From an optimization exercise on the open Yosys and OpenROAD flow, aimed at small area; shortcuts taken in it are not production practice. The RTL was checked by simulation tests, not by an equivalence proof against the original design. Power figures rest on the tool's default switching activity, not on a simulated workload.

===== flow/config.mk =====
export PLATFORM = sky130hd
export DESIGN_NAME = happy_birthday_top
export DESIGN_NICKNAME = happy_birthday_top
export VERILOG_FILES = /design/flow/design.v
export SDC_FILE = /design/flow/constraint.sdc
export NUM_CORES = 4
export LEC_CHECK = 0
export CAP_MARGIN = 20
export CORE_MARGIN = 2
export CORE_UTILIZATION = 40
export SLEW_MARGIN = 20

===== flow/constraint.sdc =====
create_clock -name core_clock -period 25.0 [get_ports {i_clk}]
set_input_delay 5.0000 -clock core_clock [delete_from_list [all_inputs] [get_ports {i_clk}]]
set_output_delay 5.0000 -clock core_clock [all_outputs]
set_load 0.01 [all_outputs]

===== flow/design.v =====
`timescale 1ns / 1ps
module bcd_to_7seg (
    input  [3:0] bcd,
    output reg [6:0] seg
);
    always @(*) begin
        case (bcd)
            4'd0: seg = 7'b1111110;
            4'd1: seg = 7'b0110000;
            4'd2: seg = 7'b1101101;
            4'd3: seg = 7'b1111001;
            4'd4: seg = 7'b0110011;
            4'd5: seg = 7'b1011011;
            4'd6: seg = 7'b1011111;
            4'd7: seg = 7'b1110000;
            4'd8: seg = 7'b1111111;
            4'd9: seg = 7'b1111011;
            default: seg = 7'b0000001;  
        endcase
    end
endmodule
`timescale 1ns / 1ps
module seq_det_gen (
    input            i_clk,
    input            i_reset,
    input            i_count_valid,    
    output           o_count_valid,    
    output reg [9:0] o_count
);
    always @(posedge i_clk) begin
        if (i_reset)
            o_count <= 10'd0;
        else if (i_count_valid)
            o_count <= o_count + 10'd1;
    end
    assign o_count_valid = i_count_valid;   
endmodule
`timescale 1ns / 1ps
module seq_det_tx (
    input  wire       i_clk,
    input  wire       i_reset,
    input  wire       i_count_valid,   
    input  wire [9:0] i_count,         
    output reg        o_serial_data,   
    output reg        o_tx_done        
);
    reg [3:0] bit_count;
    reg [9:0] shift_reg;
    always @(posedge i_clk) begin
        if (i_reset) begin
            bit_count     <= 4'd0;
            shift_reg     <= 10'd0;
            o_serial_data <= 1'b0;
            o_tx_done     <= 1'b0;
        end else begin
            o_tx_done     <= 1'b0;  
            if (i_count_valid) begin
                shift_reg <= i_count;
                bit_count <= 4'd0;
            end else begin
                o_serial_data <= shift_reg[bit_count];
                bit_count     <= bit_count + 4'd1;
                if (bit_count == 4'd9)
                    o_tx_done <= 1'b1;
            end
        end
    end
endmodule
`timescale 1ns / 1ps
module seq_det_tx_top (
    input  wire i_clk,
    input  wire i_rst,
    input  wire i_tx_en_n,      
    output wire o_serial_data
);
    reg        tx_en_n_d;
    wire       tx_en_fall;
    wire       tx_done;
    wire [9:0] count;
    wire       count_valid;
    always @(posedge i_clk)
        tx_en_n_d <= i_tx_en_n;
    assign tx_en_fall = (tx_en_n_d == 1'b1 && i_tx_en_n == 1'b0);
    seq_det_gen U_GEN (
        .i_clk         (i_clk),
        .i_reset       (i_rst),
        .i_count_valid (tx_done),
        .o_count       (count),
        .o_count_valid (count_valid)
    );
    seq_det_tx U_TX (
        .i_clk         (i_clk),
        .i_reset       (i_rst),
        .i_count_valid (count_valid),
        .i_count       (count),
        .o_serial_data (o_serial_data),
        .o_tx_done     (tx_done)
    );
endmodule
`timescale 1ns / 1ps
module seq_det_rx #(
    parameter [8:0] BDAY_PATTERN = 9'b100000101  
)(
    input  wire        i_clk,
    input  wire        i_reset,
    input  wire        i_serial_in,
    output reg  [15:0] o_hit_count,        
    output reg         o_hit_count_valid   
);
    reg [8:0]  shift_reg;
    reg [15:0] hit_counter;
    reg [13:0] sec_div;  
    always @(posedge i_clk) begin
        if (i_reset) begin
            shift_reg        <= 9'd0;
            hit_counter      <= 16'd0;
            sec_div          <= 14'd0;
            o_hit_count      <= 16'd0;
            o_hit_count_valid<= 1'b0;
        end else begin
            shift_reg <= {i_serial_in, shift_reg[8:1]};
            if (shift_reg == BDAY_PATTERN)
                hit_counter  <= hit_counter + 16'd1;
            if (sec_div == 14'd9999) begin
                sec_div <= 14'd0;
                o_hit_count       <= hit_counter;
                o_hit_count_valid <= 1'b1;
                hit_counter       <= 16'd0;
            end else begin
                sec_div <= sec_div + 14'd1;
                o_hit_count_valid <= 1'b0;
            end
        end
    end
endmodule
`timescale 1ns / 1ps
module happy_birthday_top (
    input  wire       i_clk,           
    input  wire       i_rst,           
    input  wire       i_tx_en_n,       
    output wire [6:0] o_seg_ones,
    output wire [6:0] o_seg_tens,
    output wire       o_hit_count_valid
);
    wire serial_data;
    wire [15:0] hit_count;
    wire hit_count_valid;
    seq_det_tx_top U_TXSYS (
        .i_clk         (i_clk),
        .i_rst         (i_rst),
        .i_tx_en_n     (i_tx_en_n),
        .o_serial_data (serial_data)
    );
    seq_det_rx #(.BDAY_PATTERN(9'b100000101)) U_RXSYS (  
        .i_clk             (i_clk),
        .i_reset           (i_rst),
        .i_serial_in       (serial_data),
        .o_hit_count       (hit_count),
        .o_hit_count_valid (hit_count_valid)
    );
    wire [3:0] ones = hit_count % 10;
    wire [3:0] tens = (hit_count / 10) % 10;
    bcd_to_7seg U_SEG1 (.bcd(ones), .seg(o_seg_ones));
    bcd_to_7seg U_SEG2 (.bcd(tens), .seg(o_seg_tens));
    assign o_hit_count_valid = hit_count_valid;
endmodule

===== flow/run.sh =====
#!/bin/bash
# synth_recipe.tcl (not shown) runs the flow's synth.tcl, then flattens the netlist and writes it again
# the make line also repeats each setting of config.mk as NAME=value (left out here)
make -C /OpenROAD-flow-scripts/flow DESIGN_CONFIG=/design/flow/config.mk WORK_HOME=/design/flow/orfs CLKGATE_MAP_FILE= SYNTH_SCRIPT=/design/flow/synth_recipe.tcl finish

==> results.toml <==
[global_route]
grt_pass1_vias = 9290
gr-usage-all-layers_pct = 20.0
grt_max_degree = 55
grt-ovfl-total = 0
grt_antenna_before_repair = 0
grt_pass1_wl_microns = 45200

[sta]
rsz0062_at_grt = "no"
fmax_mhz = 49.6
finalCritPeriodShare_pct = 80.7
slew_viol_final = 0
fin_crit_ns = 20.18
finalHoldViolCount = 0
timing.slew.headroom_pct = 36.8
setup_viol_count_final = 0
clock_skew_ns = 0.00602
setup_slack_ns = 4.82
tns_ns = 0
worst_pin_slew_ns = 0.935

[routing]
drt_iter0_drc = 798
routedWlPerCell_microns = 15.9
dr_total_vias = 10230
drt-vias-per-instance = 6.12
drt_wl_total_microns = 26500
firstDrtPassIters = 5
route.detailed.drc = 0
ant_nets = 0

[clock_network]
cts_tree = "done"
clk_pin_slew_ns = 0.06
cts_root_buffer = "clkbuf_16"
cts_num_sinks = 82
max-clock-path-buffers = 2
postCtsSetupRepairBufs = 0
hold_buffers = 0
cts_buffers = 9
cts_resized = 0
h-tree-depth = 3
clk_latency_ns = 0.33

[floorplan]
die_area_sq_um = 26000
fp-row-count = 57
start_util_pct = 40.7
die_h_microns = 161
core_area_sq_um = 24300
io_pins = 18
die_x_microns = 161

[place]
dp_worst_setup_slack_ns = 5.36
place.gp.congestion = 0.873
numPortBuffers = 16
post_dp_cell_area_sq_um = 10200
dp.cells = 1655
post-dp-hpwl_microns = 19400

[yosys]
synth_cells = 1384
yosysSeqAreaShare_pct = 16.6
yosys.cell_types.count = 117
synth_nets = 1409
async_flop_share_pct = 0
synth_area_leaders = "dfxtp_1 17%, nand2_1 6.2%, nor2_1 5.5%"
synth_ff_type = "dfxtp_1"
yosys_warnings = 5
ys_top_cells_by_count = "164 x nand2_1, 144 x nor2_1, 101 x a21oi_1"
synth_edf_count = 0
ys_ff_latch = 82
synth_area_sq_um = 9910
synth_top_area_cell = "dfxtp_1"
synth.most_common_cell = "nand2_1"
synth_top_cell_area_share_pct = 16.6
avgSynthCellArea_sq_um = 7.16

[power]
internal_power_mw = 0.216
powerDensity_nw_per_um2 = 25.9
pwr-share-clk_pct = 49.6
p_leak_nw = 3.86
seq_power_share_pct = 48.9
p_sw_mw = 0.0550
sw_frac_of_total_pct = 20.3
p_comb_share_pct = 1.5
irDropWorstVdd_v = 0.0000488

[finish]
syn_to_final_growth_pct = 5.78
post_route_cells_drive_above_1_share_pct = 7.94
fill_cells = 2574
reg_top3 = "U_RXSYS.hit_counter x16, U_RXSYS.o_hit_count x16, U_RXSYS.sec_div x14"
diodes = 0
num-nets-final = 1367
postLayoutCellArea_sq_um = 10500
fin_cells = 1671

[setup_path]
cp_data_required_time_ns = 20.00
crit_fanout = 23
cp-end-kind = "primary output"
crit_type = "flop to primary output"
arrival_ns = 15.18
crit_slowest_cell = "dfxtp_1"
critPathMaxStageDelay_ns = 0.78
cp-start-kind = "flop"

[status]
status = "no timing/DRC/antenna violations"

[worst_hold_path]
hp-class = "flop to flop"

[flow_run]
cap_viol_max_count = 0
-- final timing paths --
path,slack [ns],end,startpoint,cells after the start
hold / removal,0.45,U_RXSYS.sec_div[0],U_RXSYS.sec_div[0],1
setup reg to reg,22.29,U_RXSYS.hit_counter[15],U_RXSYS.shift_reg[4],8
setup / recovery,4.82,o_seg_tens[3],U_RXSYS.o_hit_count[13],44
hold reg to reg,0.45,U_RXSYS.sec_div[0],U_RXSYS.sec_div[0],1
-- layout by cell type (no fill, tap or decap), types with 20 or more instances in the layout --
| master | netlist | routed |
|---|---|---|
| inv_1 | 28 | 28 |
| nor2b_1 | 22 | 22 |
| nor3_1 | 53 | 53 |
| ha_1 | 22 | 22 |
| nand3_1 | 45 | 45 |
| dfxtp_1 | 82 | 82 |
| a211oi_1 | 23 | 23 |
| xor2_1 | 27 | 27 |
| a31oi_1 | 20 | 20 |
| nor2_1 | 144 | 144 |
| mux2i_1 | 37 | 37 |
| o21ai_0 | 65 | 65 |
| and3_1 | 20 | 20 |
| xnor2_1 | 50 | 50 |
| nor4_1 | 20 | 20 |
| nand4_1 | 32 | 32 |
| a21oi_1 | 101 | 101 |
| nand2_1 | 164 | 164 |
-- kinds of logic (layout without fill, tap and decap cells) --
kind of cell / Yosys count / count (layout) / share of synthesized area, %
compound gates: 411 / 411 / 29.6
xor+xnor: 81 / 81 / 7.75
fa+ha+maj: 35 / 35 / 4.10
buf+inv: 111 / 74 / 5.00
flops: 82 / 82 / 16.6
mux: 52 / 52 / 5.73
simple gates: 612 / 612 / 31.3
-- power by group through the flow --
stage / Clock (mW) / Sequential (mW) / Combinational (mW)
after detailed placement: 0 / 0.136 / 0.00408
after CTS: 0.138 / 0.133 / 0.00409
after global routing: 0.143 / 0.133 / 0.00460
after floorplan: 0 / 0.135 / 0.00334
final: 0.134 / 0.133 / 0.00400
after global placement: 0 / 0.135 / 0.00407
-- metal layers --
| metal | wire length (microns) | track usage [%] | part of all wire, % | vias up |
|---|---|---|---|---|
| met5 | 0 | 0 | 0 | - |
| met4 | 381 | 4.91 | 1.4 | 0 |
| met3 | 920 | 1.13 | 3.5 | 38 |
| met2 | 12000 | 32.2 | 45 | 259 |
| met1 | 13200 | 29.3 | 50 | 4846 |
| li1 | - | - | - | 5087 |
-- stage by stage --
stage,power [mW],utilization (%),hold slack (ns)
after floorplan,0.139,-,0.418
after global placement,0.140,41.8,0.429
after detailed placement,0.140,41.8,0.441
after CTS,0.275,43.1,0.452
after global routing,0.280,43.1,0.469
final,0.271,43.1,0.447
-- cell type report --
cell class | count | area (sq um) | area share [%]
inverters | 33 | 124 | 1.18
clock inverters | 5 | 61.3 | 0.585
repair buffers | 25 | 223 | 2.12
well taps | 324 | 405 | 3.87
flip-flops and latches | 82 | 1640 | 15.7
clock buffers | 11 | 253 | 2.41
multi-input cells | 1191 | 7770 | 74.2
-- worst max-delay path, delay by kind of cell (launching register included) --
| family | cells | cell delay [ns] |
|---|---|---|
| AO/OA/AOI/OAI | 17 | 5.67 |
| XOR/XNOR | 1 | 0.35 |
| adder cells (fa/ha/maj) | 2 | 0.62 |
| buffers and inverters | 4 | 1.27 |
| flip-flops | 1 | 0.78 |
| multiplexers | 2 | 0.75 |
| AND/OR/NAND/NOR | 18 | 5.38 |

## what the ideal ports hide
The flow's constraints put no driver on any port. The routed layout listed below was extracted and timed again, unchanged, in two steps.
Step 1 (the two cells are an assumption about what drives the block):
set clk [get_ports {i_clk}]
set_driving_cell -lib_cell sky130_fd_sc_hd__clkbuf_16 $clk
set_driving_cell -lib_cell sky130_fd_sc_hd__buf_2 [delete_from_list [all_inputs] $clk]
Step 2 times the ports against the registers' clock, not the clock port: input delays grow and output delays shrink by t, the midpoint of the rising clock arrivals with the driver on.
Slacks: ideal ports / drivers / drivers and shift; pairs: ideal ports / drivers.
shift t [ns]: 0.365
setup slack, ns: 4.824 / 4.790 / 5.155
worst setup path at the end: register to output
latest minus earliest clock arrival (ns): 0.006 / 0.006
cell pins on the clock port's net: 1
After both steps this run still meets setup and hold. The setup slack of this run moves by -0.034 ns with the drivers and by +0.331 ns with both steps.
